Source: an optimization exercise on an open RTL-to-GDS flow (aim: small area and a short achievable clock period). Production flows keep margins and buffers that such runs may drop. RTL that was checked went through simulation tests only; none was proved equivalent to the original.

// Float8Mac16_3stage
module Float8Mac16_3stage #(
    parameter int unsigned N_WAY  = 16,
    parameter int unsigned PADBIT = 10
)(
    input  logic               clk,
    input  logic               rst_n,
    input  logic [8*N_WAY-1:0] din_X,
    input  logic [8*N_WAY-1:0] din_W,
    input  logic               din_valid,
    output logic [15:0]        dout,
    output logic               dout_valid
);
    logic [3:0] vld;
    always_ff @(posedge clk or negedge rst_n) begin
        if (!rst_n) vld <= 4'd0;
        else        vld <= {vld[2:0], din_valid};
    end
    assign dout_valid = vld[3];
    logic [4:0] e1 [N_WAY-1:0];
    logic [2:0] fx1 [N_WAY-1:0];
    logic [2:0] fw1 [N_WAY-1:0];
    logic [N_WAY-1:0] hx1, hw1, s1;
    always_ff @(posedge clk) begin
        for (int i = 0; i < N_WAY; i = i + 1) begin
            logic [3:0] ex, ew;
            logic       hx, hw;
            ex = din_X[8*i+3 +: 4];
            ew = din_W[8*i+3 +: 4];
            hx = |ex;
            hw = |ew;
            e1[i]  <= {1'b0, ex[3:1], ex[0] | ~hx} + {1'b0, ew[3:1], ew[0] | ~hw};
            hx1[i] <= hx;
            hw1[i] <= hw;
            fx1[i] <= din_X[8*i +: 3];
            fw1[i] <= din_W[8*i +: 3];
            s1[i]  <= din_X[8*i+7] ^ din_W[8*i+7];
        end
    end
    logic [7:0] pa [N_WAY-1:0];
    logic [4:0] ea [N_WAY-1:0];
    logic [5:0] ga [N_WAY-1:0];
    logic [N_WAY-1:0] sa, ca;
    genvar K;
    generate
        for (K = 0; K < N_WAY; K = K + 1) begin : gen_front
            wire [2:0] fx = fx1[K];
            wire [2:0] fw = fw1[K];
            wire       hx = hx1[K];
            wire       hw = hw1[K];
            assign ea[K] = e1[K];
            assign sa[K] = s1[K];
            wire [3:0] ma = {hx, fx}, mb = {hw, fw};
            wire [3:0] pp0 = ma & {4{mb[0]}}, pp1 = ma & {4{mb[1]}};
            wire [3:0] pp2 = ma & {4{mb[2]}}, pp3 = ma & {4{mb[3]}};
            wire s10 = pp0[1] ^ pp1[0], c10 = pp0[1] & pp1[0];
  ...
For scale: about 280 I/O pins, ~49,000 um2 of cells after synthesis.
export LEC_CHECK = 0
export ABC_AREA = 1
export CAP_MARGIN = 20
export CORE_MARGIN = 2
export CORE_UTILIZATION = 60
export CTS_BUF_LIST = sky130_fd_sc_hd__clkbuf_16
export CTS_CLUSTER_DIAMETER = 90
export CTS_CLUSTER_SIZE = 22
export PLACE_DENSITY = 0.75
export SLEW_MARGIN = 20
export BUFFER_PORTS_ARGS = -buffer_cell sky130_fd_sc_hd__buf_2
create_clock -name core_clock -period 44.0 [get_ports {clk}]
standard.sh (not shown) runs the stock make flow with config.mk's settings and CLKGATE_MAP_FILE= SYNTH_SCRIPT=/design/flow/synth_recipe.tcl, a recipe that flattens the netlist after the stock synthesis.
==> flow/flow/run.sh <==
#!/bin/bash
# The standard layout, with the port buffers made of sky130_fd_sc_hd__buf_2
# instead of the cell buffer_ports picks by default (clkdlybuf4s50_1, a delay cell).
set -euo pipefail
echo 'export BUFFER_PORTS_ARGS = -buffer_cell sky130_fd_sc_hd__buf_2' >> config.mk
bash standard.sh > flow.log 2>&1
Change:
--- a/flow/design.v
+++ b/flow/design.v
@@ -110,24 +110,17 @@
         mi <= minc;
         cm <= cma;
         nneg   <= na;
         nneg_m <= na_m;
     end
     logic [17:0] r [N_WAY-1:0];
     generate
         for (K = 0; K < N_WAY; K = K + 1) begin : gen_align
-            wire [6:0]  t;
-            wire [7:0]  tc;
-            assign tc[0] = ~mi;
-            for (genvar j = 0; j < 7; j = j + 1) begin : gen_t
-                wire ej = (j < 5) ? eb[K][j] : 1'b0;
-                assign t[j]    = ej ^ cm[j] ^ tc[j];
-                assign tc[j+1] = (ej & cm[j]) | (tc[j] & (ej ^ cm[j]));
-            end
+            wire [6:0]  t  = {2'b0, eb[K]} + cm + {6'd0, ~mi};
             wire [7:0]  q  = t[6] ? 8'd0 : pb[K];
             wire [8:0]  s0 = t[0] ? {q, 1'b0}   : {1'b0, q};
             wire [10:0] s1 = t[1] ? {s0, 2'b0}  : {2'b0, s0};
             wire [14:0] s2 = t[2] ? {s1, 4'b0}  : {4'b0, s1};
             wire [22:0] s3 = t[3] ? {s2, 8'b0}  : {8'b0, s2};
             wire [38:0] s4 = t[4] ? {s3, 16'b0} : {16'b0, s3};
             assign r[K] = s4[24:7] ^ {18{sb[K]}};
         end
Setup slack is worse by 15 ps.
Design area went up by 0.80%.
Non-clock buffer count went up by 1.
Cell count went up by 0.99%.
Wire length hardly moves.

---

Another version of the RTL of Float8Mac16_3stage (not shown whole).
Size: about 550 flip-flops, about 280 I/O pins, roughly 53000 um^2 of cells after synthesis.
Settings: LEC_CHECK=0, CAP_MARGIN=20, CORE_MARGIN=2, CORE_UTILIZATION=40, PLACE_DENSITY=0.6, SLEW_MARGIN=20; clock period 44.0 ns.
run.sh (not shown) runs the stock make flow with config.mk's settings and CLKGATE_MAP_FILE= SYNTH_SCRIPT=/design/flow/synth_recipe.tcl, a recipe that flattens the netlist after the stock synthesis.
Stock flow here: none of the scripts above is used.
==> next run, changes <==
--- a/flow/design.v
+++ b/flow/design.v
@@ -62,50 +62,52 @@
         cand = '1;
         for (int b = 5; b >= 0; b = b - 1) begin
             mx[b] = 1'b0;
             for (int k = 0; k < N_WAY; k = k + 1) mx[b] = mx[b] | (cand[k] & ga[k][b]);
             for (int k = 0; k < N_WAY; k = k + 1) cand[k] = cand[k] & (ga[k][b] | ~mx[b]);
         end
     end
-    logic [6:0] cm;
-    assign cm = 7'd24 - {1'b0, mx};
-    logic [6:0] ta [N_WAY-1:0];
-    always_comb for (int i = 0; i < N_WAY; i = i + 1) ta[i] = {2'b0, ea[i]} + cm;
+    logic [6:0] cma;
+    assign cma = 7'd24 - {1'b0, mx};
+    logic [4:0] na, na_m;
+    always_comb begin
+        na = 5'd0;
+        for (int k = 0; k < N_WAY; k = k + 1) na = na + {4'd0, sa[k]};
+        na_m = -na;
+    end
     logic [7:0] pb [N_WAY-1:0];
-    logic [4:0] tb [N_WAY-1:0];
-    logic [N_WAY-1:0] kb, sb;
+    logic [4:0] eb [N_WAY-1:0];
+    logic [4:0] nneg, nneg_m;
+    logic [6:0] cm;
+    logic [N_WAY-1:0] sb;
     logic [5:0] mb;
     always_ff @(posedge clk) begin
         for (int i = 0; i < N_WAY; i = i + 1) begin
             pb[i] <= pa[i];
-            tb[i] <= ta[i][4:0];
-            kb[i] <= ta[i][6];
+            eb[i] <= ea[i];
         end
         sb <= sa;
         mb <= mx;
+        cm <= cma;
+        nneg   <= na;
+        nneg_m <= na_m;
     end
     logic [17:0] r [N_WAY-1:0];
     generate
         for (K = 0; K < N_WAY; K = K + 1) begin : gen_align
-            wire [4:0]  t  = tb[K];
-            wire [7:0]  q  = kb[K] ? 8'd0 : pb[K];
+            wire [6:0]  t  = {2'b0, eb[K]} + cm;
+            wire [7:0]  q  = t[6] ? 8'd0 : pb[K];
             wire [8:0]  s0 = t[0] ? {q, 1'b0}   : {1'b0, q};
             wire [10:0] s1 = t[1] ? {s0, 2'b0}  : {2'b0, s0};
             wire [14:0] s2 = t[2] ? {s1, 4'b0}  : {4'b0, s1};
             wire [22:0] s3 = t[3] ? {s2, 8'b0}  : {8'b0, s2};
             wire [38:0] s4 = t[4] ? {s3, 16'b0} : {16'b0, s3};
             assign r[K] = s4[24:7] ^ {18{sb[K]}};
         end
     endgenerate
-    logic [4:0] nneg, nneg_m;
-    always_comb begin
-        nneg = 5'd0;
-        for (int k = 0; k < N_WAY; k = k + 1) nneg = nneg + {4'd0, sb[k]};
-        nneg_m = -nneg;
-    end
     wire tss1;
     wire tsc2;
     wire tss3;
     wire tsc4;
     wire tss5;
     wire tsc6;
     wire tss7;
@@ -1192,26 +1194,29 @@
     assign tsc542 = (tsc458 & tss501) | (tsc500 & (tsc458 ^ tss501));
     assign tss543 = tsc462 ^ tss503 ^ tsc502;
     assign tsc544 = (tsc462 & tss503) | (tsc502 & (tsc462 ^ tss503));
     assign tss545 = nneg_m[2] ^ tsc464 ^ tsc504;
     assign tsc546 = (nneg_m[2] & tsc464) | (tsc504 & (nneg_m[2] ^ tsc464));
     wire [22:0] ua = {nneg_m[4], nneg_m[3], tss545, tss543, tss541, tss539, tss537, tss535, tss533, tss531, tss529, tss527, tss525, tss523, tss521, tss519, tss517, tss515, tss513, tss511, tss509, tss507, tss465};
     wire [22:0] va = {1'b0, tsc546, tsc544, tsc542, tsc540, tsc538, tsc536, tsc534, tsc532, tsc530, tsc528, tsc526, tsc524, tsc522, tsc520, tsc518, tsc516, tsc514, tsc512, tsc510, tsc508, tsc506, tss505};
-    logic [22:0] sum_c;
+    logic [22:0] uc, vc;
     logic [5:0]  mc;
     always_ff @(posedge clk) begin
-        sum_c <= ua + va;
-        mc    <= mb;
+        uc <= ua;
+        vc <= va;
+        mc <= mb;
     end
+    logic [22:0] sum_c;
     logic        sgn;
     logic [21:0] mag, nrm;
     logic [4:0]  lead;
     logic [14:0] em;
     logic [15:0] res;
     always_comb begin
+        sum_c = uc + vc;
         sgn  = sum_c[22];
         mag  = sgn ? -sum_c[21:0] : sum_c[21:0];
         lead = 5'd0;
         for (int i = 0; i < 22; i = i + 1)
             if (mag[i]) lead = i[4:0];
         nrm  = mag << (5'd21 - lead);
         em   = {({2'b0, mc} + 8'd90 + {3'b0, lead}), nrm[20:14]}
The new run completed with no timing, DRC or antenna violations.
Worst setup slack is better by 1.6 ns.
Die area goes up by 1.8%.
Count of clock-buffer cells in the layout goes down by 3.
First-iteration DRC count hardly moves.
Synthesized cell count goes up by 2.5%.
Non-clock buffer count goes down by 29.
Hold slack is better by 0.0065 ns.
Critical path depth goes down by 37.
Global-route usage goes down by 1.5 points.
No run of this note included a check of the RTL's function; only the layout flow was run.

---

Float8Mac16_3stage with an RTL version that a note above also has.
Size in the first run: roughly 6500 cells after synthesis, roughly 540 flip-flops, ~49000 sq um of cells after synthesis.
export LEC_CHECK = 0
export ABC_AREA = 1
export CAP_MARGIN = 20
export CORE_MARGIN = 2
export CORE_UTILIZATION = 40
export CTS_BUF_LIST = sky130_fd_sc_hd__clkbuf_16
export CTS_CLUSTER_DIAMETER = 100
export CTS_CLUSTER_SIZE = 24
export PLACE_DENSITY = 0.6
export SLEW_MARGIN = 20
export BUFFER_PORTS_ARGS = -buffer_cell sky130_fd_sc_hd__buf_2
create_clock -name core_clock -period 44.0 [get_ports {clk}]
standard.sh (not shown) runs the stock make flow with config.mk's settings and CLKGATE_MAP_FILE= SYNTH_SCRIPT=/design/flow/synth_recipe.tcl, a recipe that flattens the netlist after the stock synthesis.
Scripts as last shown in full above: flow/flow/run.sh
The first run passed the timing, design-rule and antenna checks.
Then changed:
--- a/flow/design.v
+++ b/flow/design.v
@@ -106,32 +106,25 @@
             eb[i] <= ea[i];
         end
         sb <= sa;
         mb <= mq;
         mi <= minc;
         cm <= cma;
         nneg   <= na;
         nneg_m <= na_m;
     end
     logic [17:0] r [N_WAY-1:0];
     generate
         for (K = 0; K < N_WAY; K = K + 1) begin : gen_align
-            wire [6:0]  t;
-            wire [7:0]  tc;
-            assign tc[0] = ~mi;
-            for (genvar j = 0; j < 7; j = j + 1) begin : gen_t
-                wire ej = (j < 5) ? eb[K][j] : 1'b0;
-                assign t[j]    = ej ^ cm[j] ^ tc[j];
-                assign tc[j+1] = (ej & cm[j]) | (tc[j] & (ej ^ cm[j]));
-            end
+            wire [6:0]  t  = {2'b0, eb[K]} + cm + {6'd0, ~mi};
             wire [7:0]  q  = t[6] ? 8'd0 : pb[K];
             wire [8:0]  s0 = t[0] ? {q, 1'b0}   : {1'b0, q};
             wire [10:0] s1 = t[1] ? {s0, 2'b0}  : {2'b0, s0};
             wire [14:0] s2 = t[2] ? {s1, 4'b0}  : {4'b0, s1};
             wire [22:0] s3 = t[3] ? {s2, 8'b0}  : {8'b0, s2};
             wire [38:0] s4 = t[4] ? {s3, 16'b0} : {16'b0, s3};
             assign r[K] = s4[24:7] ^ {18{sb[K]}};
         end
     endgenerate
     wire tss1;
     wire tsc2;
     wire tss3;
What happened: Sequential share of layout area is lower by 0.16 points; count of clock-buffer cells in the layout came out lower by 1; cell area rises by 0.80%; first-iteration DRC count is lower by 15%; core utilization shrinks by 0.11 points; clock skew decreases by 0.0032 ns; global-route usage rises by 0.62 points; worst setup slack is better by 0.030 ns; flip-flop and latch count is unchanged; non-clock buffer count rose by 1; hold slack loses 0.0065 ns.

-- static timing again, ports no longer ideal --
No port has a modelled driver above. Below, the same layouts with a new extraction and two added sets of constraints.
Step 1 assumes that a clkbuf_16 drives the clock port and a buf_2 every other input.
Step 2, shift: input delay + t, output delay - t, t = (earliest + latest rising clock arrival at the registers) / 2. This alone moves slack from input paths to output paths.
a / b / c = ideal / step 1 / step 2; a / b = the first two.
| run | shift t [ns] | slack for setup (ns) | hold slack, ns | worst register clock-pin slew, ns | worst slew at a driven data input, ns |
|---|---|---|---|---|---|
| the first run of note 1 | 0.666 | 34.113 / 34.040 / 33.846 | 0.355 / 0.355 / 0.355 | 0.09 / 0.09 | 0.04 |
| the second run of note 1 | 0.665 | 34.099 / 34.027 / 33.866 | 0.331 / 0.331 / 0.331 | 0.10 / 0.10 | 0.06 |
| the first run of note 2 | 0.752 | 32.088 / 32.088 / 32.088 | 0.325 / 0.325 / 0.325 | 0.07 / 0.07 | 0.07 |
| the second run of note 2 | 0.760 | 33.659 / 33.580 / 34.308 | 0.331 / 0.331 / 0.331 | 0.07 / 0.07 | 0.06 |
| the first run of note 3 | 0.712 | 34.023 / 33.949 / 33.659 | 0.343 / 0.343 / 0.343 | 0.10 / 0.10 | 0.05 |
| the second run of note 3 | 0.695 | 34.054 / 33.984 / 33.769 | 0.337 / 0.337 / 0.337 | 0.10 / 0.10 | 0.08 |
After both steps every run listed still meets setup and hold. The setup slack of the first run of note 3, which loses most, moves by -0.074 ns with the drivers and by -0.364 ns with both steps.
